Context: an optimization exercise on an open-source flow, tuned for small area and a short achievable clock period. The choices shown serve that exercise and are no tape-out recipe. Function was not checked in any run shown here: the RTL went through the layout flow alone. Power figures rest on the tool's default switching activity, not on a simulated workload. The clock port is modelled as an ideal driver; clocking choices that lean on that would not hold on a real chip.

==> flow/design.v, too long to show whole: its modules and the start of the top module <==
// module sg_nand2: 1 lines
// module sg_nor2: 1 lines
// module sg_inv: 1 lines
// module sg_xor2: 1 lines
// module sg_xnor2: 1 lines
// module sg_aoi21: 1 lines
// module sg_oai21: 1 lines
// module add64: 1040 lines
// module Scrambler: 70 lines
module Scrambler(
  input         clock,
  input         reset,
  input  [63:0] io_in,
  output [63:0] io_out
);
  // ...
==> flow/run.sh <==
#!/bin/bash
# synth_recipe.tcl (not shown) runs the flow's synth.tcl, then flattens the netlist and writes it again
# the make line also repeats each setting of config.mk as NAME=value (left out here)
make -C /OpenROAD-flow-scripts/flow DESIGN_CONFIG=/design/flow/config.mk WORK_HOME=/design/flow/orfs CLKGATE_MAP_FILE= SYNTH_SCRIPT=/design/flow/synth_recipe.tcl finish
==> flow/config.mk <==
export PLATFORM = sky130hd
export DESIGN_NAME = Scrambler
export DESIGN_NICKNAME = Scrambler
export VERILOG_FILES = /design/flow/design.v
export SDC_FILE = /design/flow/constraint.sdc
export NUM_CORES = 4
export LEC_CHECK = 0
export CAP_MARGIN = 20
export CORE_MARGIN = 2
export CORE_UTILIZATION = 65
export CTS_CLUSTER_DIAMETER = 80
export CTS_CLUSTER_SIZE = 32
export SETUP_SLACK_MARGIN = 2.5
export SLEW_MARGIN = 20
export SYNTH_HIERARCHICAL = 1
export SYNTH_MINIMUM_KEEP_SIZE = 0
export TNS_END_PERCENT = 5
==> flow/constraint.sdc <==
create_clock -name core_clock -period 6.0 [get_ports {clock}]
set_input_delay 1.2000 -clock core_clock [delete_from_list [all_inputs] [get_ports {clock}]]
set_output_delay 1.2000 -clock core_clock [all_outputs]
set_load 0.01 [all_outputs]
==> summary.md, run 1 <==
| Metric | Value |
|---|---|
| # placed instances | `3615` |
| Outcome | `timing/DRC/antenna clean` |
| Fraction of synthesized area in multiplexers | `0%` |
| Total Power | `about 0.016 W` |
| CTS Hold Bufs | `0` |
| Clock skew | `~0.018 ns` |
| Comb pwr | `0.000429 W` |
| Final design utilization | `75.5%` |
| Placed Area | `roughly 40000 µm²` |
| Top contributor to total power | `registers` |
| Clk. pwr | `0.00436 W` |
| Final Cell Area | `approximately 43000 µm²` |
| Buffers excl. clock | `about 260` |
| Gate power share | `under 10%` |
| Share of cells above drive strength 1 | `~17%` |
| Static leakage | `roughly 19 nW` |
| Fraction of area in registers | `between 60% and 70%` |
| Largest net degree at the start of global routing | `37` |
| Delay-heaviest family, CP | `buffers and inverters` |
| FF-to-FF End | `q1[62]` |
| Async SR Flop Fraction | `0%` |
| Setup violations, final | `0` |
| Post_cts resized | `~490` |
| Number of global-route vias before repair | `~19000` |
| Sequential share of power | `between 60% and 70%` |
| Synth top area cells | `dfxtp_1, xor2_1, ha_1` |
| Io pins | `130` |
| Post-route ant nets | `0` |
| CP Launch Type | `input pin` |
| Horiz. Die Dim | `245 µm` |
| Dominant kind of cell | `registers` |
| Clock-cell share | `between 3 and 4%` |
| Hold WS | `0.326 ns` |
| Initial DRC count | `1093` |
| Final WS setup | `~1.6 ns` |
| Total GRT Usage | `20.5%` |
| Cells on worst reg2reg path | `12` |
==> module Scrambler, before the edit <==
module Scrambler(
  input         clock,
  input         reset,
  input  [63:0] io_in,
  output [63:0] io_out
);
  reg [63:0] p1;
  reg [63:0] p2;
  reg [63:0] p3;
  reg [63:0] p4;
  reg [63:0] p5;
  reg [63:0] p6;
  reg [63:0] q1;
  reg [63:0] q2;
  reg [63:0] q3;
  reg [63:0] q4;
  reg [63:0] q5;
  reg [63:0] q6;
  reg [63:0] q7;
  reg [63:0] q8;
  reg [63:0] q9;
  reg [63:0] q10;
  reg [63:0] q11;
  reg [63:0] q12;
  reg [63:0] q13;
  reg [63:0] q14;
  reg [63:0] q15;
  reg [63:0] q16;
  reg [63:0] q17;
  reg  [4:0] cnt;    
  reg        m6;     
  reg        m18;    
  wire m18_next = !reset && (m18 || cnt == 5'd17);
  wire [63:0] io_out2;   
  add64 u_out (.a(io_in), .b(q17), .s(io_out), .s2(io_out2));
  always @(posedge clock) begin
    p1  <= io_out2;
    p2  <= p1;
    p3  <= p2;
    p4  <= p3;
    p5  <= p4;
    p6  <= p5;
    q1  <= p1 + (m6 ? p6 : 64'h0);
    q2 <= q1;
    q3 <= q2;
    q4 <= q3;
    q5 <= q4;
    q6 <= q5;
    q7 <= q6;
    q8 <= q7;
    q9 <= q8;
    q10 <= q9;
    q11 <= q10;
    q12 <= q11;
    q13 <= q12;
    q14 <= q13;
    q15 <= q14;
    q16 <= q15;
    q17 <= m18_next ? q16 : 64'h0;
  end
  always @(posedge clock) begin
    if (reset) begin
      cnt <= 5'd0;
    end else if (!m18) begin
      cnt <= cnt + 5'd1;
    end
    m6  <= !reset && (m6 || cnt == 5'd5);
    m18 <= m18_next;
  end
endmodule
==> inputs of run 2 (changes only) <==
--- a/flow/design.v
+++ b/flow/design.v
@@ -1,4 +1,6 @@
 module sg_nand2(input a, input b, output y);  assign y = ~(a & b); endmodule
+module sg_nand3(input a, input b, input c, output y);  assign y = ~(a & b & c); endmodule
 module sg_nor2(input a, input b, output y);   assign y = ~(a | b); endmodule
+module sg_nor2b(input a, input b_n, output y); assign y = ~(a | ~b_n); endmodule
 module sg_inv(input a, output y);             assign y = ~a; endmodule
 module sg_xor2(input a, input b, output y);   assign y = a ^ b; endmodule
@@ -6,5 +8,5 @@
 module sg_aoi21(input a1, input a2, input b1, output y); assign y = ~((a1 & a2) | b1); endmodule
 module sg_oai21(input a1, input a2, input b1, output y); assign y = ~((a1 | a2) & b1); endmodule
-module add64(input [63:0] a, input [63:0] b, output [63:0] s, output [63:0] s2);
+module add_out(input [63:0] a, input [63:0] b, output [63:0] s, output [63:0] s2);
   wire g0_0;
   wire p0_0;
@@ -918,4 +920,5 @@
   sg_oai21 u455 (.a1(p0_62), .a2(g6_61_n), .b1(g0_62), .y(g7_62));
   assign s[0] = x_0;
+  assign s2[0] = x_0;
   sg_xnor2 u456 (.a(x_1), .b(g0_0), .y(s[1]));
   sg_xnor2 u457 (.a(x_1), .b(g0_0), .y(s2[1]));
@@ -1044,5 +1047,840 @@
   sg_xor2 u580 (.a(x_63), .b(g7_62), .y(s[63]));
   sg_xor2 u581 (.a(x_63), .b(g7_62), .y(s2[63]));
-  assign s2[0] = s[0];
+endmodule
+module add_q(input [63:0] a, input [63:0] b, output [63:0] s);
+  wire g0_0;
+  wire p0_0;
+  wire x_0;
+  wire g0_1;
+  wire p0_1;
+  wire x_1;
+  wire g0_2;
+  wire p0_2;
+  wire x_2;
+  wire g0_3;
+  wire p0_3;
+  wire x_3;
+  wire g0_4;
+  wire p0_4;
+  wire x_4;
+  wire g0_5;
+  wire p0_5;
+  wire x_5;
+  wire g0_6;
+  wire p0_6;
+  wire x_6;
+  wire g0_7;
+  wire p0_7;
+  wire x_7;
+  wire g0_8;
+  wire p0_8;
+  wire x_8;
+  wire g0_9;
+  wire p0_9;
+  wire x_9;
+  wire g0_10;
+  wire p0_10;
+  wire x_10;
+  wire g0_11;
+  wire p0_11;
+  wire x_11;
+  wire g0_12;
+  wire p0_12;
+  wire x_12;
+  wire g0_13;
+  wire p0_13;
+  wire x_13;
+  wire g0_14;
+  wire p0_14;
+  wire x_14;
+  wire g0_15;
+  wire p0_15;
+  wire x_15;
+  wire g0_16;
+  wire p0_16;
+  wire x_16;
+  wire g0_17;
+  wire p0_17;
+  wire x_17;
+  wire g0_18;
+  wire p0_18;
+  wire x_18;
+  wire g0_19;
+  wire p0_19;
+  wire x_19;
+  wire g0_20;
+  wire p0_20;
+  wire x_20;
+  wire g0_21;
+  wire p0_21;
+  wire x_21;
+  wire g0_22;
+  wire p0_22;
+  wire x_22;
+  wire g0_23;
+  wire p0_23;
+  wire x_23;
+  wire g0_24;
+  wire p0_24;
+  wire x_24;
+  wire g0_25;
+  wire p0_25;
+  wire x_25;
+  wire g0_26;
+  wire p0_26;
+  wire x_26;
+  wire g0_27;
+  wire p0_27;
+  wire x_27;
+  wire g0_28;
+  wire p0_28;
+  wire x_28;
+  wire g0_29;
+  wire p0_29;
+  wire x_29;
+  wire g0_30;
+  wire p0_30;
+  wire x_30;
+  wire g0_31;
+  wire p0_31;
+  wire x_31;
+  wire g0_32;
+  wire p0_32;
+  wire x_32;
+  wire g0_33;
+  wire p0_33;
+  wire x_33;
+  wire g0_34;
+  wire p0_34;
+  wire x_34;
+  wire g0_35;
+  wire p0_35;
+  wire x_35;
+  wire g0_36;
+  wire p0_36;
+  wire x_36;
+  wire g0_37;
+  wire p0_37;
+  wire x_37;
+  wire g0_38;
+  wire p0_38;
+  wire x_38;
+  wire g0_39;
+  wire p0_39;
+  wire x_39;
+  wire g0_40;
+  wire p0_40;
+  wire x_40;
+  wire g0_41;
+  wire p0_41;
+  wire x_41;
+  wire g0_42;
+  wire p0_42;
+  wire x_42;
+  wire g0_43;
+  wire p0_43;
+  wire x_43;
+  wire g0_44;
+  wire p0_44;
+  wire x_44;
+  wire g0_45;
+  wire p0_45;
+  wire x_45;
+  wire g0_46;
+  wire p0_46;
+  wire x_46;
+  wire g0_47;
+  wire p0_47;
+  wire x_47;
+  wire g0_48;
+  wire p0_48;
+  wire x_48;
+  wire g0_49;
+  wire p0_49;
+  wire x_49;
+  wire g0_50;
+  wire p0_50;
+  wire x_50;
+  wire g0_51;
+  wire p0_51;
+  wire x_51;
+  wire g0_52;
+  wire p0_52;
+  wire x_52;
+  wire g0_53;
+  wire p0_53;
+  wire x_53;
+  wire g0_54;
+  wire p0_54;
+  wire x_54;
+  wire g0_55;
+  wire p0_55;
+  wire x_55;
+  wire g0_56;
+  wire p0_56;
+  wire x_56;
+  wire g0_57;
+  wire p0_57;
+  wire x_57;
+  wire g0_58;
+  wire p0_58;
+  wire x_58;
+  wire g0_59;
+  wire p0_59;
+  wire x_59;
+  wire g0_60;
+  wire p0_60;
+  wire x_60;
+  wire g0_61;
+  wire p0_61;
+  wire x_61;
+  wire g0_62;
+  wire p0_62;
+  wire x_62;
+  wire g0_63;
+  wire p0_63;
+  wire x_63;
+  wire g1_1;
+  wire g1_3;
+  wire p1_3;
+  wire g1_5;
+  wire p1_5;
+  wire g1_7;
+  wire p1_7;
+  wire g1_9;
+  wire p1_9;
+  wire g1_11;
+  wire p1_11;
+  wire g1_13;
+  wire p1_13;
+  wire g1_15;
+  wire p1_15;
+  wire g1_17;
+  wire p1_17;
+  wire g1_19;
+  wire p1_19;
+  wire g1_21;
+  wire p1_21;
+  wire g1_23;
+  wire p1_23;
+  wire g1_25;
+  wire p1_25;
+  wire g1_27;
+  wire p1_27;
+  wire g1_29;
+  wire p1_29;
+  wire g1_31;
+  wire p1_31;
+  wire g1_33;
+  wire p1_33;
+  wire g1_35;
+  wire p1_35;
+  wire g1_37;
+  wire p1_37;
+  wire g1_39;
+  wire p1_39;
+  wire g1_41;
+  wire p1_41;
+  wire g1_43;
+  wire p1_43;
+  wire g1_45;
+  wire p1_45;
+  wire g1_47;
+  wire p1_47;
+  wire g1_49;
+  wire p1_49;
+  wire g1_51;
+  wire p1_51;
+  wire g1_53;
+  wire p1_53;
+  wire g1_55;
+  wire p1_55;
+  wire g1_57;
+  wire p1_57;
+  wire g1_59;
+  wire p1_59;
+  wire g1_61;
+  wire p1_61;
+  wire g1_63;
+  wire p1_63;
+  wire g2_3;
+  wire g2_7;
+  wire p2_7;
+  wire g2_11;
+  wire p2_11;
+  wire g2_15;
+  wire p2_15;
+  wire g2_19;
+  wire p2_19;
+  wire g2_23;
+  wire p2_23;
+  wire g2_27;
+  wire p2_27;
+  wire g2_31;
+  wire p2_31;
+  wire g2_35;
+  wire p2_35;
+  wire g2_39;
+  wire p2_39;
+  wire g2_43;
+  wire p2_43;
+  wire g2_47;
+  wire p2_47;
+  wire g2_51;
+  wire p2_51;
+  wire g2_55;
+  wire p2_55;
+  wire g2_59;
+  wire p2_59;
+  wire g2_63;
+  wire p2_63;
+  wire g3_7;
+  wire g3_15;
+  wire p3_15;
+  wire g3_23;
+  wire p3_23;
+  wire g3_31;
+  wire p3_31;
+  wire g3_39;
+  wire p3_39;
+  wire g3_47;
+  wire p3_47;
+  wire g3_55;
+  wire p3_55;
+  wire g3_63;
+  wire p3_63;
+  wire g4_15;
+  wire g4_31;
+  wire p4_31;
+  wire g4_47;
+  wire p4_47;
+  wire g4_63;
+  wire p4_63;
+  wire g5_31;
+  wire g5_63;
+  wire p5_63;
+  wire g6_63;
+  wire g5_31_n;
+  wire g7_47;
+  wire g4_15_n;
+  wire g8_23;
+  wire g8_39;
+  wire g8_55;
+  wire g3_7_n;
+  wire g9_11;
+  wire g9_19;
+  wire g9_27;
+  wire g9_35;
+  wire g9_43;
+  wire g7_47_n;
+  wire g9_51;
+  wire g9_59;
+  wire g2_3_n;
+  wire g10_5;
+  wire g10_9;
+  wire g10_13;
+  wire g10_17;
+  wire g10_21;
+  wire g8_23_n;
+  wire g10_25;
+  wire g10_29;
+  wire g10_33;
+  wire g10_37;
+  wire g8_39_n;
+  wire g10_41;
+  wire g10_45;
+  wire g10_49;
+  wire g10_53;
+  wire g8_55_n;
+  wire g10_57;
+  wire g10_61;
+  wire g1_1_n;
+  wire g11_2;
+  wire g11_4;
+  wire g11_6;
+  wire g11_8;
+  wire g11_10;
+  wire g9_11_n;
+  wire g11_12;
+  wire g11_14;
+  wire g11_16;
+  wire g11_18;
+  wire g9_19_n;
+  wire g11_20;
+  wire g11_22;
+  wire g11_24;
+  wire g11_26;
+  wire g9_27_n;
+  wire g11_28;
+  wire g11_30;
+  wire g11_32;
+  wire g11_34;
+  wire g9_35_n;
+  wire g11_36;
+  wire g11_38;
+  wire g11_40;
+  wire g11_42;
+  wire g9_43_n;
+  wire g11_44;
+  wire g11_46;
+  wire g11_48;
+  wire g11_50;
+  wire g9_51_n;
+  wire g11_52;
+  wire g11_54;
+  wire g11_56;
+  wire g11_58;
+  wire g9_59_n;
+  wire g11_60;
+  wire g11_62;
+  sg_nand2 u1 (.a(a[0]), .b(b[0]), .y(g0_0));
+  sg_nor2 u2 (.a(a[0]), .b(b[0]), .y(p0_0));
+  sg_xor2 u3 (.a(a[0]), .b(b[0]), .y(x_0));
+  sg_nand2 u4 (.a(a[1]), .b(b[1]), .y(g0_1));
+  sg_nor2 u5 (.a(a[1]), .b(b[1]), .y(p0_1));
+  sg_xor2 u6 (.a(a[1]), .b(b[1]), .y(x_1));
+  sg_nand2 u7 (.a(a[2]), .b(b[2]), .y(g0_2));
+  sg_nor2 u8 (.a(a[2]), .b(b[2]), .y(p0_2));
+  sg_xor2 u9 (.a(a[2]), .b(b[2]), .y(x_2));
+  sg_nand2 u10 (.a(a[3]), .b(b[3]), .y(g0_3));
+  sg_nor2 u11 (.a(a[3]), .b(b[3]), .y(p0_3));
+  sg_xor2 u12 (.a(a[3]), .b(b[3]), .y(x_3));
+  sg_nand2 u13 (.a(a[4]), .b(b[4]), .y(g0_4));
+  sg_nor2 u14 (.a(a[4]), .b(b[4]), .y(p0_4));
+  sg_xor2 u15 (.a(a[4]), .b(b[4]), .y(x_4));
+  sg_nand2 u16 (.a(a[5]), .b(b[5]), .y(g0_5));
+  sg_nor2 u17 (.a(a[5]), .b(b[5]), .y(p0_5));
+  sg_xor2 u18 (.a(a[5]), .b(b[5]), .y(x_5));
+  sg_nand2 u19 (.a(a[6]), .b(b[6]), .y(g0_6));
+  sg_nor2 u20 (.a(a[6]), .b(b[6]), .y(p0_6));
+  sg_xor2 u21 (.a(a[6]), .b(b[6]), .y(x_6));
+  sg_nand2 u22 (.a(a[7]), .b(b[7]), .y(g0_7));
+  sg_nor2 u23 (.a(a[7]), .b(b[7]), .y(p0_7));
+  sg_xor2 u24 (.a(a[7]), .b(b[7]), .y(x_7));
+  sg_nand2 u25 (.a(a[8]), .b(b[8]), .y(g0_8));
+  sg_nor2 u26 (.a(a[8]), .b(b[8]), .y(p0_8));
+  sg_xor2 u27 (.a(a[8]), .b(b[8]), .y(x_8));
+  sg_nand2 u28 (.a(a[9]), .b(b[9]), .y(g0_9));
+  sg_nor2 u29 (.a(a[9]), .b(b[9]), .y(p0_9));
+  sg_xor2 u30 (.a(a[9]), .b(b[9]), .y(x_9));
+  sg_nand2 u31 (.a(a[10]), .b(b[10]), .y(g0_10));
+  sg_nor2 u32 (.a(a[10]), .b(b[10]), .y(p0_10));
+  sg_xor2 u33 (.a(a[10]), .b(b[10]), .y(x_10));
+  sg_nand2 u34 (.a(a[11]), .b(b[11]), .y(g0_11));
+  sg_nor2 u35 (.a(a[11]), .b(b[11]), .y(p0_11));
+  sg_xor2 u36 (.a(a[11]), .b(b[11]), .y(x_11));
+  sg_nand2 u37 (.a(a[12]), .b(b[12]), .y(g0_12));
+  sg_nor2 u38 (.a(a[12]), .b(b[12]), .y(p0_12));
+  sg_xor2 u39 (.a(a[12]), .b(b[12]), .y(x_12));
+  sg_nand2 u40 (.a(a[13]), .b(b[13]), .y(g0_13));
+  sg_nor2 u41 (.a(a[13]), .b(b[13]), .y(p0_13));
+  sg_xor2 u42 (.a(a[13]), .b(b[13]), .y(x_13));
+  sg_nand2 u43 (.a(a[14]), .b(b[14]), .y(g0_14));
+  sg_nor2 u44 (.a(a[14]), .b(b[14]), .y(p0_14));
+  sg_xor2 u45 (.a(a[14]), .b(b[14]), .y(x_14));
+  sg_nand2 u46 (.a(a[15]), .b(b[15]), .y(g0_15));
+  sg_nor2 u47 (.a(a[15]), .b(b[15]), .y(p0_15));
+  sg_xor2 u48 (.a(a[15]), .b(b[15]), .y(x_15));
+  sg_nand2 u49 (.a(a[16]), .b(b[16]), .y(g0_16));
+  sg_nor2 u50 (.a(a[16]), .b(b[16]), .y(p0_16));
+  sg_xor2 u51 (.a(a[16]), .b(b[16]), .y(x_16));
+  sg_nand2 u52 (.a(a[17]), .b(b[17]), .y(g0_17));
+  sg_nor2 u53 (.a(a[17]), .b(b[17]), .y(p0_17));
+  sg_xor2 u54 (.a(a[17]), .b(b[17]), .y(x_17));
+  sg_nand2 u55 (.a(a[18]), .b(b[18]), .y(g0_18));
+  sg_nor2 u56 (.a(a[18]), .b(b[18]), .y(p0_18));
+  sg_xor2 u57 (.a(a[18]), .b(b[18]), .y(x_18));
+  sg_nand2 u58 (.a(a[19]), .b(b[19]), .y(g0_19));
+  sg_nor2 u59 (.a(a[19]), .b(b[19]), .y(p0_19));
+  sg_xor2 u60 (.a(a[19]), .b(b[19]), .y(x_19));
+  sg_nand2 u61 (.a(a[20]), .b(b[20]), .y(g0_20));
+  sg_nor2 u62 (.a(a[20]), .b(b[20]), .y(p0_20));
+  sg_xor2 u63 (.a(a[20]), .b(b[20]), .y(x_20));
+  sg_nand2 u64 (.a(a[21]), .b(b[21]), .y(g0_21));
+  sg_nor2 u65 (.a(a[21]), .b(b[21]), .y(p0_21));
+  sg_xor2 u66 (.a(a[21]), .b(b[21]), .y(x_21));
+  sg_nand2 u67 (.a(a[22]), .b(b[22]), .y(g0_22));
+  sg_nor2 u68 (.a(a[22]), .b(b[22]), .y(p0_22));
+  sg_xor2 u69 (.a(a[22]), .b(b[22]), .y(x_22));
+  sg_nand2 u70 (.a(a[23]), .b(b[23]), .y(g0_23));
+  sg_nor2 u71 (.a(a[23]), .b(b[23]), .y(p0_23));
+  sg_xor2 u72 (.a(a[23]), .b(b[23]), .y(x_23));
+  sg_nand2 u73 (.a(a[24]), .b(b[24]), .y(g0_24));
+  sg_nor2 u74 (.a(a[24]), .b(b[24]), .y(p0_24));
+  sg_xor2 u75 (.a(a[24]), .b(b[24]), .y(x_24));
+  sg_nand2 u76 (.a(a[25]), .b(b[25]), .y(g0_25));
+  sg_nor2 u77 (.a(a[25]), .b(b[25]), .y(p0_25));
+  sg_xor2 u78 (.a(a[25]), .b(b[25]), .y(x_25));
+  sg_nand2 u79 (.a(a[26]), .b(b[26]), .y(g0_26));
+  sg_nor2 u80 (.a(a[26]), .b(b[26]), .y(p0_26));
+  sg_xor2 u81 (.a(a[26]), .b(b[26]), .y(x_26));
+  sg_nand2 u82 (.a(a[27]), .b(b[27]), .y(g0_27));
+  sg_nor2 u83 (.a(a[27]), .b(b[27]), .y(p0_27));
+  sg_xor2 u84 (.a(a[27]), .b(b[27]), .y(x_27));
+  sg_nand2 u85 (.a(a[28]), .b(b[28]), .y(g0_28));
+  sg_nor2 u86 (.a(a[28]), .b(b[28]), .y(p0_28));
+  sg_xor2 u87 (.a(a[28]), .b(b[28]), .y(x_28));
+  sg_nand2 u88 (.a(a[29]), .b(b[29]), .y(g0_29));
+  sg_nor2 u89 (.a(a[29]), .b(b[29]), .y(p0_29));
+  sg_xor2 u90 (.a(a[29]), .b(b[29]), .y(x_29));
+  sg_nand2 u91 (.a(a[30]), .b(b[30]), .y(g0_30));
+  sg_nor2 u92 (.a(a[30]), .b(b[30]), .y(p0_30));
+  sg_xor2 u93 (.a(a[30]), .b(b[30]), .y(x_30));
+  sg_nand2 u94 (.a(a[31]), .b(b[31]), .y(g0_31));
+  sg_nor2 u95 (.a(a[31]), .b(b[31]), .y(p0_31));
+  sg_xor2 u96 (.a(a[31]), .b(b[31]), .y(x_31));
+  sg_nand2 u97 (.a(a[32]), .b(b[32]), .y(g0_32));
+  sg_nor2 u98 (.a(a[32]), .b(b[32]), .y(p0_32));
+  sg_xor2 u99 (.a(a[32]), .b(b[32]), .y(x_32));
+  sg_nand2 u100 (.a(a[33]), .b(b[33]), .y(g0_33));
+  sg_nor2 u101 (.a(a[33]), .b(b[33]), .y(p0_33));
+  sg_xor2 u102 (.a(a[33]), .b(b[33]), .y(x_33));
+  sg_nand2 u103 (.a(a[34]), .b(b[34]), .y(g0_34));
+  sg_nor2 u104 (.a(a[34]), .b(b[34]), .y(p0_34));
+  sg_xor2 u105 (.a(a[34]), .b(b[34]), .y(x_34));
+  sg_nand2 u106 (.a(a[35]), .b(b[35]), .y(g0_35));
+  sg_nor2 u107 (.a(a[35]), .b(b[35]), .y(p0_35));
+  sg_xor2 u108 (.a(a[35]), .b(b[35]), .y(x_35));
+  sg_nand2 u109 (.a(a[36]), .b(b[36]), .y(g0_36));
+  sg_nor2 u110 (.a(a[36]), .b(b[36]), .y(p0_36));
+  sg_xor2 u111 (.a(a[36]), .b(b[36]), .y(x_36));
+  sg_nand2 u112 (.a(a[37]), .b(b[37]), .y(g0_37));
+  sg_nor2 u113 (.a(a[37]), .b(b[37]), .y(p0_37));
+  sg_xor2 u114 (.a(a[37]), .b(b[37]), .y(x_37));
+  sg_nand2 u115 (.a(a[38]), .b(b[38]), .y(g0_38));
+  sg_nor2 u116 (.a(a[38]), .b(b[38]), .y(p0_38));
+  sg_xor2 u117 (.a(a[38]), .b(b[38]), .y(x_38));
+  sg_nand2 u118 (.a(a[39]), .b(b[39]), .y(g0_39));
+  sg_nor2 u119 (.a(a[39]), .b(b[39]), .y(p0_39));
+  sg_xor2 u120 (.a(a[39]), .b(b[39]), .y(x_39));
+  sg_nand2 u121 (.a(a[40]), .b(b[40]), .y(g0_40));
+  sg_nor2 u122 (.a(a[40]), .b(b[40]), .y(p0_40));
+  sg_xor2 u123 (.a(a[40]), .b(b[40]), .y(x_40));
+  sg_nand2 u124 (.a(a[41]), .b(b[41]), .y(g0_41));
+  sg_nor2 u125 (.a(a[41]), .b(b[41]), .y(p0_41));
+  sg_xor2 u126 (.a(a[41]), .b(b[41]), .y(x_41));
+  sg_nand2 u127 (.a(a[42]), .b(b[42]), .y(g0_42));
+  sg_nor2 u128 (.a(a[42]), .b(b[42]), .y(p0_42));
+  sg_xor2 u129 (.a(a[42]), .b(b[42]), .y(x_42));
+  sg_nand2 u130 (.a(a[43]), .b(b[43]), .y(g0_43));
+  sg_nor2 u131 (.a(a[43]), .b(b[43]), .y(p0_43));
+  sg_xor2 u132 (.a(a[43]), .b(b[43]), .y(x_43));
+  sg_nand2 u133 (.a(a[44]), .b(b[44]), .y(g0_44));
+  sg_nor2 u134 (.a(a[44]), .b(b[44]), .y(p0_44));
+  sg_xor2 u135 (.a(a[44]), .b(b[44]), .y(x_44));
+  sg_nand2 u136 (.a(a[45]), .b(b[45]), .y(g0_45));
+  sg_nor2 u137 (.a(a[45]), .b(b[45]), .y(p0_45));
+  sg_xor2 u138 (.a(a[45]), .b(b[45]), .y(x_45));
+  sg_nand2 u139 (.a(a[46]), .b(b[46]), .y(g0_46));
+  sg_nor2 u140 (.a(a[46]), .b(b[46]), .y(p0_46));
+  sg_xor2 u141 (.a(a[46]), .b(b[46]), .y(x_46));
+  sg_nand2 u142 (.a(a[47]), .b(b[47]), .y(g0_47));
+  sg_nor2 u143 (.a(a[47]), .b(b[47]), .y(p0_47));
+  sg_xor2 u144 (.a(a[47]), .b(b[47]), .y(x_47));
+  sg_nand2 u145 (.a(a[48]), .b(b[48]), .y(g0_48));
+  sg_nor2 u146 (.a(a[48]), .b(b[48]), .y(p0_48));
+  sg_xor2 u147 (.a(a[48]), .b(b[48]), .y(x_48));
+  sg_nand2 u148 (.a(a[49]), .b(b[49]), .y(g0_49));
+  sg_nor2 u149 (.a(a[49]), .b(b[49]), .y(p0_49));
+  sg_xor2 u150 (.a(a[49]), .b(b[49]), .y(x_49));
+  sg_nand2 u151 (.a(a[50]), .b(b[50]), .y(g0_50));
+  sg_nor2 u152 (.a(a[50]), .b(b[50]), .y(p0_50));
+  sg_xor2 u153 (.a(a[50]), .b(b[50]), .y(x_50));
+  sg_nand2 u154 (.a(a[51]), .b(b[51]), .y(g0_51));
+  sg_nor2 u155 (.a(a[51]), .b(b[51]), .y(p0_51));
+  sg_xor2 u156 (.a(a[51]), .b(b[51]), .y(x_51));
+  sg_nand2 u157 (.a(a[52]), .b(b[52]), .y(g0_52));
+  sg_nor2 u158 (.a(a[52]), .b(b[52]), .y(p0_52));
+  sg_xor2 u159 (.a(a[52]), .b(b[52]), .y(x_52));
+  sg_nand2 u160 (.a(a[53]), .b(b[53]), .y(g0_53));
+  sg_nor2 u161 (.a(a[53]), .b(b[53]), .y(p0_53));
+  sg_xor2 u162 (.a(a[53]), .b(b[53]), .y(x_53));
+  sg_nand2 u163 (.a(a[54]), .b(b[54]), .y(g0_54));
+  sg_nor2 u164 (.a(a[54]), .b(b[54]), .y(p0_54));
+  sg_xor2 u165 (.a(a[54]), .b(b[54]), .y(x_54));
+  sg_nand2 u166 (.a(a[55]), .b(b[55]), .y(g0_55));
+  sg_nor2 u167 (.a(a[55]), .b(b[55]), .y(p0_55));
+  sg_xor2 u168 (.a(a[55]), .b(b[55]), .y(x_55));
+  sg_nand2 u169 (.a(a[56]), .b(b[56]), .y(g0_56));
+  sg_nor2 u170 (.a(a[56]), .b(b[56]), .y(p0_56));
+  sg_xor2 u171 (.a(a[56]), .b(b[56]), .y(x_56));
+  sg_nand2 u172 (.a(a[57]), .b(b[57]), .y(g0_57));
+  sg_nor2 u173 (.a(a[57]), .b(b[57]), .y(p0_57));
+  sg_xor2 u174 (.a(a[57]), .b(b[57]), .y(x_57));
+  sg_nand2 u175 (.a(a[58]), .b(b[58]), .y(g0_58));
+  sg_nor2 u176 (.a(a[58]), .b(b[58]), .y(p0_58));
+  sg_xor2 u177 (.a(a[58]), .b(b[58]), .y(x_58));
+  sg_nand2 u178 (.a(a[59]), .b(b[59]), .y(g0_59));
+  sg_nor2 u179 (.a(a[59]), .b(b[59]), .y(p0_59));
+  sg_xor2 u180 (.a(a[59]), .b(b[59]), .y(x_59));
+  sg_nand2 u181 (.a(a[60]), .b(b[60]), .y(g0_60));
+  sg_nor2 u182 (.a(a[60]), .b(b[60]), .y(p0_60));
+  sg_xor2 u183 (.a(a[60]), .b(b[60]), .y(x_60));
+  sg_nand2 u184 (.a(a[61]), .b(b[61]), .y(g0_61));
+  sg_nor2 u185 (.a(a[61]), .b(b[61]), .y(p0_61));
+  sg_xor2 u186 (.a(a[61]), .b(b[61]), .y(x_61));
+  sg_nand2 u187 (.a(a[62]), .b(b[62]), .y(g0_62));
+  sg_nor2 u188 (.a(a[62]), .b(b[62]), .y(p0_62));
+  sg_xor2 u189 (.a(a[62]), .b(b[62]), .y(x_62));
+  sg_nand2 u190 (.a(a[63]), .b(b[63]), .y(g0_63));
+  sg_nor2 u191 (.a(a[63]), .b(b[63]), .y(p0_63));
+  sg_xor2 u192 (.a(a[63]), .b(b[63]), .y(x_63));
+  sg_oai21 u193 (.a1(p0_1), .a2(g0_0), .b1(g0_1), .y(g1_1));
+  sg_oai21 u194 (.a1(p0_3), .a2(g0_2), .b1(g0_3), .y(g1_3));
+  sg_nor2 u195 (.a(p0_3), .b(p0_2), .y(p1_3));
+  sg_oai21 u196 (.a1(p0_5), .a2(g0_4), .b1(g0_5), .y(g1_5));
+  sg_nor2 u197 (.a(p0_5), .b(p0_4), .y(p1_5));
+  sg_oai21 u198 (.a1(p0_7), .a2(g0_6), .b1(g0_7), .y(g1_7));
+  sg_nor2 u199 (.a(p0_7), .b(p0_6), .y(p1_7));
+  sg_oai21 u200 (.a1(p0_9), .a2(g0_8), .b1(g0_9), .y(g1_9));
+  sg_nor2 u201 (.a(p0_9), .b(p0_8), .y(p1_9));
+  sg_oai21 u202 (.a1(p0_11), .a2(g0_10), .b1(g0_11), .y(g1_11));
+  sg_nor2 u203 (.a(p0_11), .b(p0_10), .y(p1_11));
+  sg_oai21 u204 (.a1(p0_13), .a2(g0_12), .b1(g0_13), .y(g1_13));
+  sg_nor2 u205 (.a(p0_13), .b(p0_12), .y(p1_13));
+  sg_oai21 u206 (.a1(p0_15), .a2(g0_14), .b1(g0_15), .y(g1_15));
+  sg_nor2 u207 (.a(p0_15), .b(p0_14), .y(p1_15));
+  sg_oai21 u208 (.a1(p0_17), .a2(g0_16), .b1(g0_17), .y(g1_17));
+  sg_nor2 u209 (.a(p0_17), .b(p0_16), .y(p1_17));
+  sg_oai21 u210 (.a1(p0_19), .a2(g0_18), .b1(g0_19), .y(g1_19));
+  sg_nor2 u211 (.a(p0_19), .b(p0_18), .y(p1_19));
+  sg_oai21 u212 (.a1(p0_21), .a2(g0_20), .b1(g0_21), .y(g1_21));
+  sg_nor2 u213 (.a(p0_21), .b(p0_20), .y(p1_21));
+  sg_oai21 u214 (.a1(p0_23), .a2(g0_22), .b1(g0_23), .y(g1_23));
+  sg_nor2 u215 (.a(p0_23), .b(p0_22), .y(p1_23));
+  sg_oai21 u216 (.a1(p0_25), .a2(g0_24), .b1(g0_25), .y(g1_25));
+  sg_nor2 u217 (.a(p0_25), .b(p0_24), .y(p1_25));
+  sg_oai21 u218 (.a1(p0_27), .a2(g0_26), .b1(g0_27), .y(g1_27));
+  sg_nor2 u219 (.a(p0_27), .b(p0_26), .y(p1_27));
+  sg_oai21 u220 (.a1(p0_29), .a2(g0_28), .b1(g0_29), .y(g1_29));
+  sg_nor2 u221 (.a(p0_29), .b(p0_28), .y(p1_29));
+  sg_oai21 u222 (.a1(p0_31), .a2(g0_30), .b1(g0_31), .y(g1_31));
+  sg_nor2 u223 (.a(p0_31), .b(p0_30), .y(p1_31));
+  sg_oai21 u224 (.a1(p0_33), .a2(g0_32), .b1(g0_33), .y(g1_33));
+  sg_nor2 u225 (.a(p0_33), .b(p0_32), .y(p1_33));
+  sg_oai21 u226 (.a1(p0_35), .a2(g0_34), .b1(g0_35), .y(g1_35));
+  sg_nor2 u227 (.a(p0_35), .b(p0_34), .y(p1_35));
+  sg_oai21 u228 (.a1(p0_37), .a2(g0_36), .b1(g0_37), .y(g1_37));
+  sg_nor2 u229 (.a(p0_37), .b(p0_36), .y(p1_37));
+  sg_oai21 u230 (.a1(p0_39), .a2(g0_38), .b1(g0_39), .y(g1_39));
+  sg_nor2 u231 (.a(p0_39), .b(p0_38), .y(p1_39));
+  sg_oai21 u232 (.a1(p0_41), .a2(g0_40), .b1(g0_41), .y(g1_41));
+  sg_nor2 u233 (.a(p0_41), .b(p0_40), .y(p1_41));
+  sg_oai21 u234 (.a1(p0_43), .a2(g0_42), .b1(g0_43), .y(g1_43));
+  sg_nor2 u235 (.a(p0_43), .b(p0_42), .y(p1_43));
+  sg_oai21 u236 (.a1(p0_45), .a2(g0_44), .b1(g0_45), .y(g1_45));
+  sg_nor2 u237 (.a(p0_45), .b(p0_44), .y(p1_45));
+  sg_oai21 u238 (.a1(p0_47), .a2(g0_46), .b1(g0_47), .y(g1_47));
+  sg_nor2 u239 (.a(p0_47), .b(p0_46), .y(p1_47));
+  sg_oai21 u240 (.a1(p0_49), .a2(g0_48), .b1(g0_49), .y(g1_49));
+  sg_nor2 u241 (.a(p0_49), .b(p0_48), .y(p1_49));
+  sg_oai21 u242 (.a1(p0_51), .a2(g0_50), .b1(g0_51), .y(g1_51));
+  sg_nor2 u243 (.a(p0_51), .b(p0_50), .y(p1_51));
+  sg_oai21 u244 (.a1(p0_53), .a2(g0_52), .b1(g0_53), .y(g1_53));
+  sg_nor2 u245 (.a(p0_53), .b(p0_52), .y(p1_53));
+  sg_oai21 u246 (.a1(p0_55), .a2(g0_54), .b1(g0_55), .y(g1_55));
+  sg_nor2 u247 (.a(p0_55), .b(p0_54), .y(p1_55));
+  sg_oai21 u248 (.a1(p0_57), .a2(g0_56), .b1(g0_57), .y(g1_57));
+  sg_nor2 u249 (.a(p0_57), .b(p0_56), .y(p1_57));
+  sg_oai21 u250 (.a1(p0_59), .a2(g0_58), .b1(g0_59), .y(g1_59));
+  sg_nor2 u251 (.a(p0_59), .b(p0_58), .y(p1_59));
+  sg_oai21 u252 (.a1(p0_61), .a2(g0_60), .b1(g0_61), .y(g1_61));
+  sg_nor2 u253 (.a(p0_61), .b(p0_60), .y(p1_61));
+  sg_oai21 u254 (.a1(p0_63), .a2(g0_62), .b1(g0_63), .y(g1_63));
+  sg_nor2 u255 (.a(p0_63), .b(p0_62), .y(p1_63));
+  sg_aoi21 u256 (.a1(p1_3), .a2(g1_1), .b1(g1_3), .y(g2_3));
+  sg_aoi21 u257 (.a1(p1_7), .a2(g1_5), .b1(g1_7), .y(g2_7));
+  sg_nand2 u258 (.a(p1_7), .b(p1_5), .y(p2_7));
+  sg_aoi21 u259 (.a1(p1_11), .a2(g1_9), .b1(g1_11), .y(g2_11));
+  sg_nand2 u260 (.a(p1_11), .b(p1_9), .y(p2_11));
+  sg_aoi21 u261 (.a1(p1_15), .a2(g1_13), .b1(g1_15), .y(g2_15));
+  sg_nand2 u262 (.a(p1_15), .b(p1_13), .y(p2_15));
+  sg_aoi21 u263 (.a1(p1_19), .a2(g1_17), .b1(g1_19), .y(g2_19));
+  sg_nand2 u264 (.a(p1_19), .b(p1_17), .y(p2_19));
+  sg_aoi21 u265 (.a1(p1_23), .a2(g1_21), .b1(g1_23), .y(g2_23));
+  sg_nand2 u266 (.a(p1_23), .b(p1_21), .y(p2_23));
+  sg_aoi21 u267 (.a1(p1_27), .a2(g1_25), .b1(g1_27), .y(g2_27));
+  sg_nand2 u268 (.a(p1_27), .b(p1_25), .y(p2_27));
+  sg_aoi21 u269 (.a1(p1_31), .a2(g1_29), .b1(g1_31), .y(g2_31));
+  sg_nand2 u270 (.a(p1_31), .b(p1_29), .y(p2_31));
+  sg_aoi21 u271 (.a1(p1_35), .a2(g1_33), .b1(g1_35), .y(g2_35));
+  sg_nand2 u272 (.a(p1_35), .b(p1_33), .y(p2_35));
+  sg_aoi21 u273 (.a1(p1_39), .a2(g1_37), .b1(g1_39), .y(g2_39));
+  sg_nand2 u274 (.a(p1_39), .b(p1_37), .y(p2_39));
+  sg_aoi21 u275 (.a1(p1_43), .a2(g1_41), .b1(g1_43), .y(g2_43));
+  sg_nand2 u276 (.a(p1_43), .b(p1_41), .y(p2_43));
+  sg_aoi21 u277 (.a1(p1_47), .a2(g1_45), .b1(g1_47), .y(g2_47));
+  sg_nand2 u278 (.a(p1_47), .b(p1_45), .y(p2_47));
+  sg_aoi21 u279 (.a1(p1_51), .a2(g1_49), .b1(g1_51), .y(g2_51));
+  sg_nand2 u280 (.a(p1_51), .b(p1_49), .y(p2_51));
+  sg_aoi21 u281 (.a1(p1_55), .a2(g1_53), .b1(g1_55), .y(g2_55));
+  sg_nand2 u282 (.a(p1_55), .b(p1_53), .y(p2_55));
+  sg_aoi21 u283 (.a1(p1_59), .a2(g1_57), .b1(g1_59), .y(g2_59));
+  sg_nand2 u284 (.a(p1_59), .b(p1_57), .y(p2_59));
+  sg_aoi21 u285 (.a1(p1_63), .a2(g1_61), .b1(g1_63), .y(g2_63));
+  sg_nand2 u286 (.a(p1_63), .b(p1_61), .y(p2_63));
+  sg_oai21 u287 (.a1(p2_7), .a2(g2_3), .b1(g2_7), .y(g3_7));
+  sg_oai21 u288 (.a1(p2_15), .a2(g2_11), .b1(g2_15), .y(g3_15));
+  sg_nor2 u289 (.a(p2_15), .b(p2_11), .y(p3_15));
+  sg_oai21 u290 (.a1(p2_23), .a2(g2_19), .b1(g2_23), .y(g3_23));
+  sg_nor2 u291 (.a(p2_23), .b(p2_19), .y(p3_23));
+  sg_oai21 u292 (.a1(p2_31), .a2(g2_27), .b1(g2_31), .y(g3_31));
+  sg_nor2 u293 (.a(p2_31), .b(p2_27), .y(p3_31));
+  sg_oai21 u294 (.a1(p2_39), .a2(g2_35), .b1(g2_39), .y(g3_39));
+  sg_nor2 u295 (.a(p2_39), .b(p2_35), .y(p3_39));
+  sg_oai21 u296 (.a1(p2_47), .a2(g2_43), .b1(g2_47), .y(g3_47));
+  sg_nor2 u297 (.a(p2_47), .b(p2_43), .y(p3_47));
+  sg_oai21 u298 (.a1(p2_55), .a2(g2_51), .b1(g2_55), .y(g3_55));
+  sg_nor2 u299 (.a(p2_55), .b(p2_51), .y(p3_55));
+  sg_oai21 u300 (.a1(p2_63), .a2(g2_59), .b1(g2_63), .y(g3_63));
+  sg_nor2 u301 (.a(p2_63), .b(p2_59), .y(p3_63));
+  sg_aoi21 u302 (.a1(p3_15), .a2(g3_7), .b1(g3_15), .y(g4_15));
+  sg_aoi21 u303 (.a1(p3_31), .a2(g3_23), .b1(g3_31), .y(g4_31));
+  sg_nand2 u304 (.a(p3_31), .b(p3_23), .y(p4_31));
+  sg_aoi21 u305 (.a1(p3_47), .a2(g3_39), .b1(g3_47), .y(g4_47));
+  sg_nand2 u306 (.a(p3_47), .b(p3_39), .y(p4_47));
+  sg_aoi21 u307 (.a1(p3_63), .a2(g3_55), .b1(g3_63), .y(g4_63));
+  sg_nand2 u308 (.a(p3_63), .b(p3_55), .y(p4_63));
+  sg_oai21 u309 (.a1(p4_31), .a2(g4_15), .b1(g4_31), .y(g5_31));
+  sg_oai21 u310 (.a1(p4_63), .a2(g4_47), .b1(g4_63), .y(g5_63));
+  sg_nor2 u311 (.a(p4_63), .b(p4_47), .y(p5_63));
+  sg_aoi21 u312 (.a1(p5_63), .a2(g5_31), .b1(g5_63), .y(g6_63));
+  sg_inv u313 (.a(g5_31), .y(g5_31_n));
+  sg_oai21 u314 (.a1(p4_47), .a2(g5_31_n), .b1(g4_47), .y(g7_47));
+  sg_inv u315 (.a(g4_15), .y(g4_15_n));
+  sg_aoi21 u316 (.a1(p3_23), .a2(g4_15_n), .b1(g3_23), .y(g8_23));
+  sg_aoi21 u317 (.a1(p3_39), .a2(g5_31), .b1(g3_39), .y(g8_39));
+  sg_aoi21 u318 (.a1(p3_55), .a2(g7_47), .b1(g3_55), .y(g8_55));
+  sg_inv u319 (.a(g3_7), .y(g3_7_n));
+  sg_oai21 u320 (.a1(p2_11), .a2(g3_7_n), .b1(g2_11), .y(g9_11));
+  sg_oai21 u321 (.a1(p2_19), .a2(g4_15), .b1(g2_19), .y(g9_19));
+  sg_oai21 u322 (.a1(p2_27), .a2(g8_23), .b1(g2_27), .y(g9_27));
+  sg_oai21 u323 (.a1(p2_35), .a2(g5_31_n), .b1(g2_35), .y(g9_35));
+  sg_oai21 u324 (.a1(p2_43), .a2(g8_39), .b1(g2_43), .y(g9_43));
+  sg_inv u325 (.a(g7_47), .y(g7_47_n));
+  sg_oai21 u326 (.a1(p2_51), .a2(g7_47_n), .b1(g2_51), .y(g9_51));
+  sg_oai21 u327 (.a1(p2_59), .a2(g8_55), .b1(g2_59), .y(g9_59));
+  sg_inv u328 (.a(g2_3), .y(g2_3_n));
+  sg_aoi21 u329 (.a1(p1_5), .a2(g2_3_n), .b1(g1_5), .y(g10_5));
+  sg_aoi21 u330 (.a1(p1_9), .a2(g3_7), .b1(g1_9), .y(g10_9));
+  sg_aoi21 u331 (.a1(p1_13), .a2(g9_11), .b1(g1_13), .y(g10_13));
+  sg_aoi21 u332 (.a1(p1_17), .a2(g4_15_n), .b1(g1_17), .y(g10_17));
+  sg_aoi21 u333 (.a1(p1_21), .a2(g9_19), .b1(g1_21), .y(g10_21));
+  sg_inv u334 (.a(g8_23), .y(g8_23_n));
+  sg_aoi21 u335 (.a1(p1_25), .a2(g8_23_n), .b1(g1_25), .y(g10_25));
+  sg_aoi21 u336 (.a1(p1_29), .a2(g9_27), .b1(g1_29), .y(g10_29));
+  sg_aoi21 u337 (.a1(p1_33), .a2(g5_31), .b1(g1_33), .y(g10_33));
+  sg_aoi21 u338 (.a1(p1_37), .a2(g9_35), .b1(g1_37), .y(g10_37));
+  sg_inv u339 (.a(g8_39), .y(g8_39_n));
+  sg_aoi21 u340 (.a1(p1_41), .a2(g8_39_n), .b1(g1_41), .y(g10_41));
+  sg_aoi21 u341 (.a1(p1_45), .a2(g9_43), .b1(g1_45), .y(g10_45));
+  sg_aoi21 u342 (.a1(p1_49), .a2(g7_47), .b1(g1_49), .y(g10_49));
+  sg_aoi21 u343 (.a1(p1_53), .a2(g9_51), .b1(g1_53), .y(g10_53));
+  sg_inv u344 (.a(g8_55), .y(g8_55_n));
+  sg_aoi21 u345 (.a1(p1_57), .a2(g8_55_n), .b1(g1_57), .y(g10_57));
+  sg_aoi21 u346 (.a1(p1_61), .a2(g9_59), .b1(g1_61), .y(g10_61));
+  sg_inv u347 (.a(g1_1), .y(g1_1_n));
+  sg_oai21 u348 (.a1(p0_2), .a2(g1_1_n), .b1(g0_2), .y(g11_2));
+  sg_oai21 u349 (.a1(p0_4), .a2(g2_3), .b1(g0_4), .y(g11_4));
+  sg_oai21 u350 (.a1(p0_6), .a2(g10_5), .b1(g0_6), .y(g11_6));
+  sg_oai21 u351 (.a1(p0_8), .a2(g3_7_n), .b1(g0_8), .y(g11_8));
+  sg_oai21 u352 (.a1(p0_10), .a2(g10_9), .b1(g0_10), .y(g11_10));
+  sg_inv u353 (.a(g9_11), .y(g9_11_n));
+  sg_oai21 u354 (.a1(p0_12), .a2(g9_11_n), .b1(g0_12), .y(g11_12));
+  sg_oai21 u355 (.a1(p0_14), .a2(g10_13), .b1(g0_14), .y(g11_14));
+  sg_oai21 u356 (.a1(p0_16), .a2(g4_15), .b1(g0_16), .y(g11_16));
+  sg_oai21 u357 (.a1(p0_18), .a2(g10_17), .b1(g0_18), .y(g11_18));
+  sg_inv u358 (.a(g9_19), .y(g9_19_n));
+  sg_oai21 u359 (.a1(p0_20), .a2(g9_19_n), .b1(g0_20), .y(g11_20));
+  sg_oai21 u360 (.a1(p0_22), .a2(g10_21), .b1(g0_22), .y(g11_22));
+  sg_oai21 u361 (.a1(p0_24), .a2(g8_23), .b1(g0_24), .y(g11_24));
+  sg_oai21 u362 (.a1(p0_26), .a2(g10_25), .b1(g0_26), .y(g11_26));
+  sg_inv u363 (.a(g9_27), .y(g9_27_n));
+  sg_oai21 u364 (.a1(p0_28), .a2(g9_27_n), .b1(g0_28), .y(g11_28));
+  sg_oai21 u365 (.a1(p0_30), .a2(g10_29), .b1(g0_30), .y(g11_30));
+  sg_oai21 u366 (.a1(p0_32), .a2(g5_31_n), .b1(g0_32), .y(g11_32));
+  sg_oai21 u367 (.a1(p0_34), .a2(g10_33), .b1(g0_34), .y(g11_34));
+  sg_inv u368 (.a(g9_35), .y(g9_35_n));
+  sg_oai21 u369 (.a1(p0_36), .a2(g9_35_n), .b1(g0_36), .y(g11_36));
+  sg_oai21 u370 (.a1(p0_38), .a2(g10_37), .b1(g0_38), .y(g11_38));
+  sg_oai21 u371 (.a1(p0_40), .a2(g8_39), .b1(g0_40), .y(g11_40));
+  sg_oai21 u372 (.a1(p0_42), .a2(g10_41), .b1(g0_42), .y(g11_42));
+  sg_inv u373 (.a(g9_43), .y(g9_43_n));
+  sg_oai21 u374 (.a1(p0_44), .a2(g9_43_n), .b1(g0_44), .y(g11_44));
+  sg_oai21 u375 (.a1(p0_46), .a2(g10_45), .b1(g0_46), .y(g11_46));
+  sg_oai21 u376 (.a1(p0_48), .a2(g7_47_n), .b1(g0_48), .y(g11_48));
+  sg_oai21 u377 (.a1(p0_50), .a2(g10_49), .b1(g0_50), .y(g11_50));
+  sg_inv u378 (.a(g9_51), .y(g9_51_n));
+  sg_oai21 u379 (.a1(p0_52), .a2(g9_51_n), .b1(g0_52), .y(g11_52));
+  sg_oai21 u380 (.a1(p0_54), .a2(g10_53), .b1(g0_54), .y(g11_54));
+  sg_oai21 u381 (.a1(p0_56), .a2(g8_55), .b1(g0_56), .y(g11_56));
+  sg_oai21 u382 (.a1(p0_58), .a2(g10_57), .b1(g0_58), .y(g11_58));
+  sg_inv u383 (.a(g9_59), .y(g9_59_n));
+  sg_oai21 u384 (.a1(p0_60), .a2(g9_59_n), .b1(g0_60), .y(g11_60));
+  sg_oai21 u385 (.a1(p0_62), .a2(g10_61), .b1(g0_62), .y(g11_62));
+  assign s[0] = x_0;
+  sg_xnor2 u386 (.a(x_1), .b(g0_0), .y(s[1]));
+  sg_xor2 u387 (.a(x_2), .b(g1_1), .y(s[2]));
+  sg_xor2 u388 (.a(x_3), .b(g11_2), .y(s[3]));
+  sg_xnor2 u389 (.a(x_4), .b(g2_3), .y(s[4]));
+  sg_xor2 u390 (.a(x_5), .b(g11_4), .y(s[5]));
+  sg_xnor2 u391 (.a(x_6), .b(g10_5), .y(s[6]));
+  sg_xor2 u392 (.a(x_7), .b(g11_6), .y(s[7]));
+  sg_xor2 u393 (.a(x_8), .b(g3_7), .y(s[8]));
+  sg_xor2 u394 (.a(x_9), .b(g11_8), .y(s[9]));
+  sg_xnor2 u395 (.a(x_10), .b(g10_9), .y(s[10]));
+  sg_xor2 u396 (.a(x_11), .b(g11_10), .y(s[11]));
+  sg_xor2 u397 (.a(x_12), .b(g9_11), .y(s[12]));
+  sg_xor2 u398 (.a(x_13), .b(g11_12), .y(s[13]));
+  sg_xnor2 u399 (.a(x_14), .b(g10_13), .y(s[14]));
+  sg_xor2 u400 (.a(x_15), .b(g11_14), .y(s[15]));
+  sg_xnor2 u401 (.a(x_16), .b(g4_15), .y(s[16]));
+  sg_xor2 u402 (.a(x_17), .b(g11_16), .y(s[17]));
+  sg_xnor2 u403 (.a(x_18), .b(g10_17), .y(s[18]));
+  sg_xor2 u404 (.a(x_19), .b(g11_18), .y(s[19]));
+  sg_xor2 u405 (.a(x_20), .b(g9_19), .y(s[20]));
+  sg_xor2 u406 (.a(x_21), .b(g11_20), .y(s[21]));
+  sg_xnor2 u407 (.a(x_22), .b(g10_21), .y(s[22]));
+  sg_xor2 u408 (.a(x_23), .b(g11_22), .y(s[23]));
+  sg_xnor2 u409 (.a(x_24), .b(g8_23), .y(s[24]));
+  sg_xor2 u410 (.a(x_25), .b(g11_24), .y(s[25]));
+  sg_xnor2 u411 (.a(x_26), .b(g10_25), .y(s[26]));
+  sg_xor2 u412 (.a(x_27), .b(g11_26), .y(s[27]));
+  sg_xor2 u413 (.a(x_28), .b(g9_27), .y(s[28]));
+  sg_xor2 u414 (.a(x_29), .b(g11_28), .y(s[29]));
+  sg_xnor2 u415 (.a(x_30), .b(g10_29), .y(s[30]));
+  sg_xor2 u416 (.a(x_31), .b(g11_30), .y(s[31]));
+  sg_xor2 u417 (.a(x_32), .b(g5_31), .y(s[32]));
+  sg_xor2 u418 (.a(x_33), .b(g11_32), .y(s[33]));
+  sg_xnor2 u419 (.a(x_34), .b(g10_33), .y(s[34]));
+  sg_xor2 u420 (.a(x_35), .b(g11_34), .y(s[35]));
+  sg_xor2 u421 (.a(x_36), .b(g9_35), .y(s[36]));
+  sg_xor2 u422 (.a(x_37), .b(g11_36), .y(s[37]));
+  sg_xnor2 u423 (.a(x_38), .b(g10_37), .y(s[38]));
+  sg_xor2 u424 (.a(x_39), .b(g11_38), .y(s[39]));
+  sg_xnor2 u425 (.a(x_40), .b(g8_39), .y(s[40]));
+  sg_xor2 u426 (.a(x_41), .b(g11_40), .y(s[41]));
+  sg_xnor2 u427 (.a(x_42), .b(g10_41), .y(s[42]));
+  sg_xor2 u428 (.a(x_43), .b(g11_42), .y(s[43]));
+  sg_xor2 u429 (.a(x_44), .b(g9_43), .y(s[44]));
+  sg_xor2 u430 (.a(x_45), .b(g11_44), .y(s[45]));
+  sg_xnor2 u431 (.a(x_46), .b(g10_45), .y(s[46]));
+  sg_xor2 u432 (.a(x_47), .b(g11_46), .y(s[47]));
+  sg_xor2 u433 (.a(x_48), .b(g7_47), .y(s[48]));
+  sg_xor2 u434 (.a(x_49), .b(g11_48), .y(s[49]));
+  sg_xnor2 u435 (.a(x_50), .b(g10_49), .y(s[50]));
+  sg_xor2 u436 (.a(x_51), .b(g11_50), .y(s[51]));
+  sg_xor2 u437 (.a(x_52), .b(g9_51), .y(s[52]));
+  sg_xor2 u438 (.a(x_53), .b(g11_52), .y(s[53]));
+  sg_xnor2 u439 (.a(x_54), .b(g10_53), .y(s[54]));
+  sg_xor2 u440 (.a(x_55), .b(g11_54), .y(s[55]));
+  sg_xnor2 u441 (.a(x_56), .b(g8_55), .y(s[56]));
+  sg_xor2 u442 (.a(x_57), .b(g11_56), .y(s[57]));
+  sg_xnor2 u443 (.a(x_58), .b(g10_57), .y(s[58]));
+  sg_xor2 u444 (.a(x_59), .b(g11_58), .y(s[59]));
+  sg_xor2 u445 (.a(x_60), .b(g9_59), .y(s[60]));
+  sg_xor2 u446 (.a(x_61), .b(g11_60), .y(s[61]));
+  sg_xnor2 u447 (.a(x_62), .b(g10_61), .y(s[62]));
+  sg_xor2 u448 (.a(x_63), .b(g11_62), .y(s[63]));
 endmodule
 module Scrambler(
@@ -1079,6 +1917,9 @@
   reg        m18;    
   wire m18_next = !reset && (m18 || cnt == 5'd17);
+  wire m6_next  = !reset && (m6 || cnt == 5'd5);
   wire [63:0] io_out2;   
-  add64 u_out (.a(io_in), .b(q17), .s(io_out), .s2(io_out2));
+  add_out u_out (.a(io_in), .b(q17), .s(io_out), .s2(io_out2));
+  wire [63:0] q1_next;   
+  add_q u_q (.a(p1), .b(p6), .s(q1_next));
   always @(posedge clock) begin
     p1  <= io_out2;
@@ -1087,6 +1928,6 @@
     p4  <= p3;
     p5  <= p4;
-    p6  <= p5;
-    q1  <= p1 + (m6 ? p6 : 64'h0);
+    p6  <= m6_next ? p5 : 64'h0;
+    q1  <= q1_next;
     q2 <= q1;
     q3 <= q2;
@@ -1112,5 +1953,5 @@
       cnt <= cnt + 5'd1;
     end
-    m6  <= !reset && (m6 || cnt == 5'd5);
+    m6  <= m6_next;
     m18 <= m18_next;
   end
==> flow/flow/run.sh (new file) <==
#!/bin/bash
# Layout flow: the standard flow (standard.sh, the ORFS make targets), run
# in two steps.  Synthesis is the standard one, unchanged.  The rest of the
# layout differs from the standard flow in these settings only:
#  - the pins are placed by flow/io.tcl (ORFS IO_CONSTRAINTS): io_in[i] and
#    io_out[i] side by side along the bottom edge in bit order, so that the
#    adder between them can be placed compactly;
#  - the port buffers that buffer_ports inserts are plain buffers (buf_2)
#    rather than the delay cell it would pick on its own;
#  - the resizer may swap a cell for one of another footprint
#    (MATCH_CELL_FOOTPRINT=0; sky130hd's platform config sets it to 1).
# Each step's full output goes to its own log file in the work folder.
set -euo pipefail
here=$(pwd)
bash standard.sh synth > run_synth.log 2>&1
bash standard.sh "IO_CONSTRAINTS=$here/flow/io.tcl" IO_PIN_STEP=2 \
  "BUFFER_PORTS_ARGS=-buffer_cell sky130_fd_sc_hd__buf_2" \
  MATCH_CELL_FOOTPRINT=0 finish > run_layout.log 2>&1
==> flow/flow/io.tcl (new file) <==
# Pin placement, sourced at the end of floorplanning (ORFS IO_CONSTRAINTS).
# io_in[i] and io_out[i] sit side by side along the bottom edge, in bit order
# (bit 0 at the left), so that the io_in -> io_out adder can be placed as a
# compact strip next to its pins.  clock and reset go on the left edge.
set die [ord::get_die_area]
set W [expr {[lindex $die 2] - [lindex $die 0]}]
set H [expr {[lindex $die 3] - [lindex $die 1]}]
set pitch 0.46
set offset 0.23
set step $::env(IO_PIN_STEP)
set n 128
set span [expr {($n - 1) * $step * $pitch}]
set k [expr {int((($W - $span) / 2.0 - $offset) / $pitch)}]
for {set i 0} {$i < 64} {incr i} {
  foreach p [list "io_in\[$i\]" "io_out\[$i\]"] {
    place_pin -pin_name $p -layer met2 \
      -location [list [expr {$offset + $k * $pitch}] 0.242] -force_to_die_boundary
    incr k $step
  }
}
# the left edge's horizontal pins use met3 on a 0.68 um pitch (offset 0.34)
set row [expr {int(($H / 2.0 - 0.34) / 0.68)}]
place_pin -pin_name clock -layer met3 \
  -location [list 0.4 [expr {0.34 + $row * 0.68}]] -force_to_die_boundary
place_pin -pin_name reset -layer met3 \
  -location [list 0.4 [expr {0.34 + ($row + 8) * 0.68}]] -force_to_die_boundary
==> flow/standard.sh (new file) <==
#!/bin/bash
# synth_recipe.tcl (not shown) runs the flow's synth.tcl, then flattens the netlist and writes it again
# the make line also repeats each setting of config.mk as NAME=value (left out here)
make -C /OpenROAD-flow-scripts/flow DESIGN_CONFIG=/design/flow/config.mk WORK_HOME=/design/flow/orfs CLKGATE_MAP_FILE= SYNTH_SCRIPT=/design/flow/synth_recipe.tcl "${@:-finish}"
removed: flow/run.sh
==> summary.md, run 2 <==
| Metric | Value |
|---|---|
| PwrDens | `377 nW/µm²` |
| Synth Area in XOR/XNOR | `roughly 7.7%` |
| Unique masters post-synth | `17` |
| Vias | `between 15000 and 20000` |
| P_sw | `0.00304 W` |
| Post-Synth Adder-Cell Area | `0.0682%` |
| Cells on worst reg2reg path | `13 (+1)` |
| Hold Crit Start | `q3[19]` |
| Post-synth EDFFs | `0` |
| Initial antenna violation count | `3` |
| Tcrit/Tclk final | `around 73%` |
| Most numerous cell in the Yosys netlist | `dfxtp_1` |
| Max Cap Violations | `0` |
| Syn Area/Cell | `around 14 µm²` |
| Setup TNS | `0 ns` |
| Instance count on the critical path | `11` |
| Clock tree buffer depth | `3` |
| H-tree depth | `2` |
| Row count | `just under 90` |
| Synth Flop Type | `dfxtp_1` |
| # fillers | `roughly 3700` |
| Dpl hpwl | `43.1 mm` |
| Warnings from Yosys | `7` |
| Max rail drop VDD | `0.328 mV` |
| Kind of critical path | `in -> out` |
| Horiz. Die Dim | `242 µm (-1.5%)` |
| Initial DRC count | `799 (-27%)` |
| Static leakage | `17.5 nW (-6.7%)` |
| Hold WS | `0.316 ns (-0.0104 ns)` |
| Syn Std Cell Area | `between 30000 and 40000 µm²` |
| Crit path to | `io_out[29]` |
| Dominant cell type by area after synthesis | `dfxtp_1` |
| Final design utilization | `72.5% (-3.0 points)` |
| Io pins | `0 (-100%)` |
| Crit path cell chain | `buf_2, nand2_1, o21ai_2, a21oi_2, o21ai_4, inv_1, o21ai_1, a21oi_4, o21ai_1, xor2_1, buf_2` |
| Total GRT Usage | `21.1% (+0.54 points)` |
| Sequential share of the synthesized area | `between 80% and 90%` |
| Dpl ws | `1.01 ns` |
| Starting density of the core | `65.4%` |
| Largest net degree at the start of global routing | `65 (+76%)` |
| PortBufs | `about 130` |
| Final Hold Fails | `0` |
| Outcome | `timing/DRC/antenna clean` |
| Sequential share of power | `70.0% (+0.9 points)` |
| FF-to-FF End | `q1[63]` |
| Final min period | `between 4 and 5 ns` |
| Setup violations, final | `0 (unchanged)` |
| Worst min path class | `reg -> reg` |
| CP Max Fanout | `4` |
| Clock sink count | `1479` |
| Most common cell after layout, fill and taps aside | `dfxtp_1` |
| Clock skew | `0.0281 ns (+0.0101 ns)` |
| Most frequent cells in the layout | `dfxtp_1, xor2_1, nor2_1` |
| P&R area growth vs syn | `10.9%` |
| Router iterations before antenna repair | `4` |
| Reg2reg start | `p1[0]` |
| CP Launch Type | `input pin` |
| Simple-Gate Fraction of Synth Area | `6.23%` |
| Worst Tran Pin Value | `0.839 ns` |
| Syn Nets | `approximately 2700` |
| Gate power share | `2.1% (-0.7 points)` |
| Insertion delay to the later sink of the worst-skew pair | `0.64 ns` |
| Synth cell count leaders | `dfxtp_1, xor2_1, nor2_1, nand2_1, o21ai_1` |
| RSZ-0062 raised after global routing | `yes` |
| Part of the power in the clock network | `around 28%` |
| Internal power | `approximately 0.012 W` |
| WL per Instance | `17.2 µm` |
| Avg Vias per Cell | `about 4.7` |
| Critical Path AT | `3.16 ns` |
| CTS Hold Bufs | `0 (unchanged)` |
| Post-route ant nets | `0 (unchanged)` |
| CP max-delay cell | `xor2_1` |
| Critical path buffers and inverters | `3` |
| Critical Path Source | `io_in[16]` |
| CP Capture Type | `primary output` |
| Fraction of synthesized area in multiplexers | `0% (unchanged)` |
| CTS Buf Count | `52` |
| Critical path required time | `4.80 ns` |
| Async SR Flop Fraction | `0% (unchanged)` |
| Worst reg2reg setup slack | `between 2 and 2.5 ns` |
| Worst slew margin | `43.9%` |
| First-pass GRT wire length | `between 90 and 100 mm` |
| Sw Share | `between 10% and 20%` |
| Die height | `242 µm` |
| Core area | `roughly 56000 µm²` |
| Post-synth top area share | `about four fifths` |
| Synth Instances | `approximately 2600` |
| Final #Nets | `2934` |
| Share of cells above drive strength 1 | `15.4% (-2.0 points)` |
| Clock transition at path regs | `around 0.11 ns` |
| CTS tree | `built` |
| Final WS setup | `1.64 ns (+0.0837 ns)` |
| Clock root buffer | `clkbuf_16` |
| GRT overflow | `0` |
| Pins Over Slew Limit | `0` |
| Routed WL | `62.4 mm` |
| Slowest Stage Delay on Critical Path | `about 0.33 ns` |
| Delay-heaviest family, CP | `compound AO/OA/AOI/OAI gates` |
| Synth top area cells | `dfxtp_1, xor2_1, o21ai_1` |
| Post-synthesis compound-gate area fraction | `about 4.3%` |
| Die area | `58300 µm²` |
| Max Fclk | `between 200 and 250 MHz` |
| Combinational family with the most area after synthesis | `XOR/XNOR gates` |
| Number of global-route vias before repair | `17300 (-8.0%)` |
| Remaining DRCs | `0` |
| Placer Congestion | `0.869` |
| Seq cells post-synth | `between 1000 and 1500` |
## run 2: changes by cell type in the layout (fill, tap and decap cells not counted), moves of 26 or more
cell             change
clkdlybuf4s50_1     -28
a21o_1              -30
nand2_1             +46
xor2_1              +80
o21ai_0             -30
buf_4               -63
a21oi_2             +42
nor2_4              -46
o21ai_1            +106
ha_1                -63
dlygate4sd2_1       -26
buf_2               +84
a21oi_1             -74
nor2_1             +101
## run 2: routing by layer
| layer | wire length, µm | up-vias | track usage (%) |
|---|---|---|---|
| met1 | 24600 | 8054 | 23.4 |
| met2 | 32400 | 196 | 38.7 |
| met4 | 4160 | 0 | 12.5 |
| li1 | - | 8640 | - |
| met5 | 0 | - | 0 |
| met3 | 1270 | 152 | 2.63 |
## run 2: layout make-up
class                           count  area, µm²  share of cell area [%]
Tap cell                          756        946                    2.33
Multi-Input combinational cell   1093       7350                    18.1
Timing Repair Buffer              180       1120                    2.74
Inverter                           59        226                   0.557
Sequential cell                  1479      29600                    72.8
Antenna cell                        3       7.51                  0.0185
Clock inverter                      4       75.1                   0.185
Clock buffer                       54       1330                    3.27
Timing Repair inverter              1       6.26                  0.0154
## run 2: worst min path at each step
stage,endpoint,depth (start not counted),slack [ns]
final,q4[19],0,0.32
after global routing,q4[19],0,0.33
after global placement,q2[38],0,0.31
after CTS,p3[56],0,0.31
after floorplan,p3[0],0,0.31
after detailed placement,q11[34],0,0.31
## run 2: stage by stage
stage	area, µm²	power (W)	cells
after global routing	40700	0.0159	3629
after floorplan	36900	0.0110	2648
final	40700	0.0154	3629
after detailed placement	38300	0.0113	3518
after global placement	38300	0.0112	3518
after CTS	40300	0.0155	3609
## run 2: repair_timing
action                                  4_1_cts  5_1_grt
setup buffers                                32       17
gates cloned                                  1        0
endpoints found under the setup margin       69       77
resized for setup                            75       79
pin swaps                                    35       48
## run 2: per-module statistics from Yosys, one instance, submodules excluded, a selection
module	cell area, µm²	flip-flops and latches	cells
Scrambler	30700	1479	1644
add_out	15.0	0	2
add_q	7.51	0	1
sg_aoi21	8.76	0	1
sg_inv	3.75	0	1
sg_nor2	3.75	0	1
sg_oai21	5.00	0	1
sg_xnor2	8.76	0	1
sg_xor2	8.76	0	1
## run 2: power by group through the flow
stage | Clock (W) | Combinational, W | Sequential [W]
2_1_floorplan | 0 | 0.000177 | 0.0109
3_3_place_gp | 0 | 0.000296 | 0.0109
3_5_place_dp | 0 | 0.000301 | 0.0110
4_1_cts | 0.00438 | 0.000317 | 0.0108
5_1_grt | 0.00472 | 0.000356 | 0.0108
6_report | 0.00428 | 0.000328 | 0.0107
## run 2: kinds of logic (layout without fill, tap and decap cells)
logic type,after synthesis,after routing
compound gates,254,254
xor+xnor,321,321
fa+ha+maj,2,2
buf+inv,76,298
flops,1479,1479
other cells,0,3
simple gates,516,516

## separate check: timing with driven ports
Ports are ideal in the flow. The routed layouts listed here were re-timed in OpenROAD. Step 1 (the two cells are an assumption about what drives the block):
set clk [get_ports {clock}]
set_driving_cell -lib_cell sky130_fd_sc_hd__clkbuf_16 $clk
set_driving_cell -lib_cell sky130_fd_sc_hd__buf_2 [delete_from_list [all_inputs] $clk]
Step 2 also shifts input and output timing later by t, the mid clock arrival at the registers, as if the neighbouring blocks saw the same clock. a / b / c = no drivers / after step 1 / after step 2; a / b = the first two.
run | t, ns | setup WS [ns] | hold slack, ns | worst setup path after step 2 | pins driven straight from the clock port
run 1 | 0.688 | 1.555 / 1.512 / 1.512 | 0.326 / 0.326 / 0.326 | input to output | 1
run 2 | 0.665 | 1.639 / 1.597 / 1.597 | 0.316 / 0.316 / 0.316 | input to output | 1
After both steps setup and hold are still met in every run listed. For run 1, which loses most, drivers alone change the setup slack by -0.043 ns; drivers and shift together by -0.043 ns.
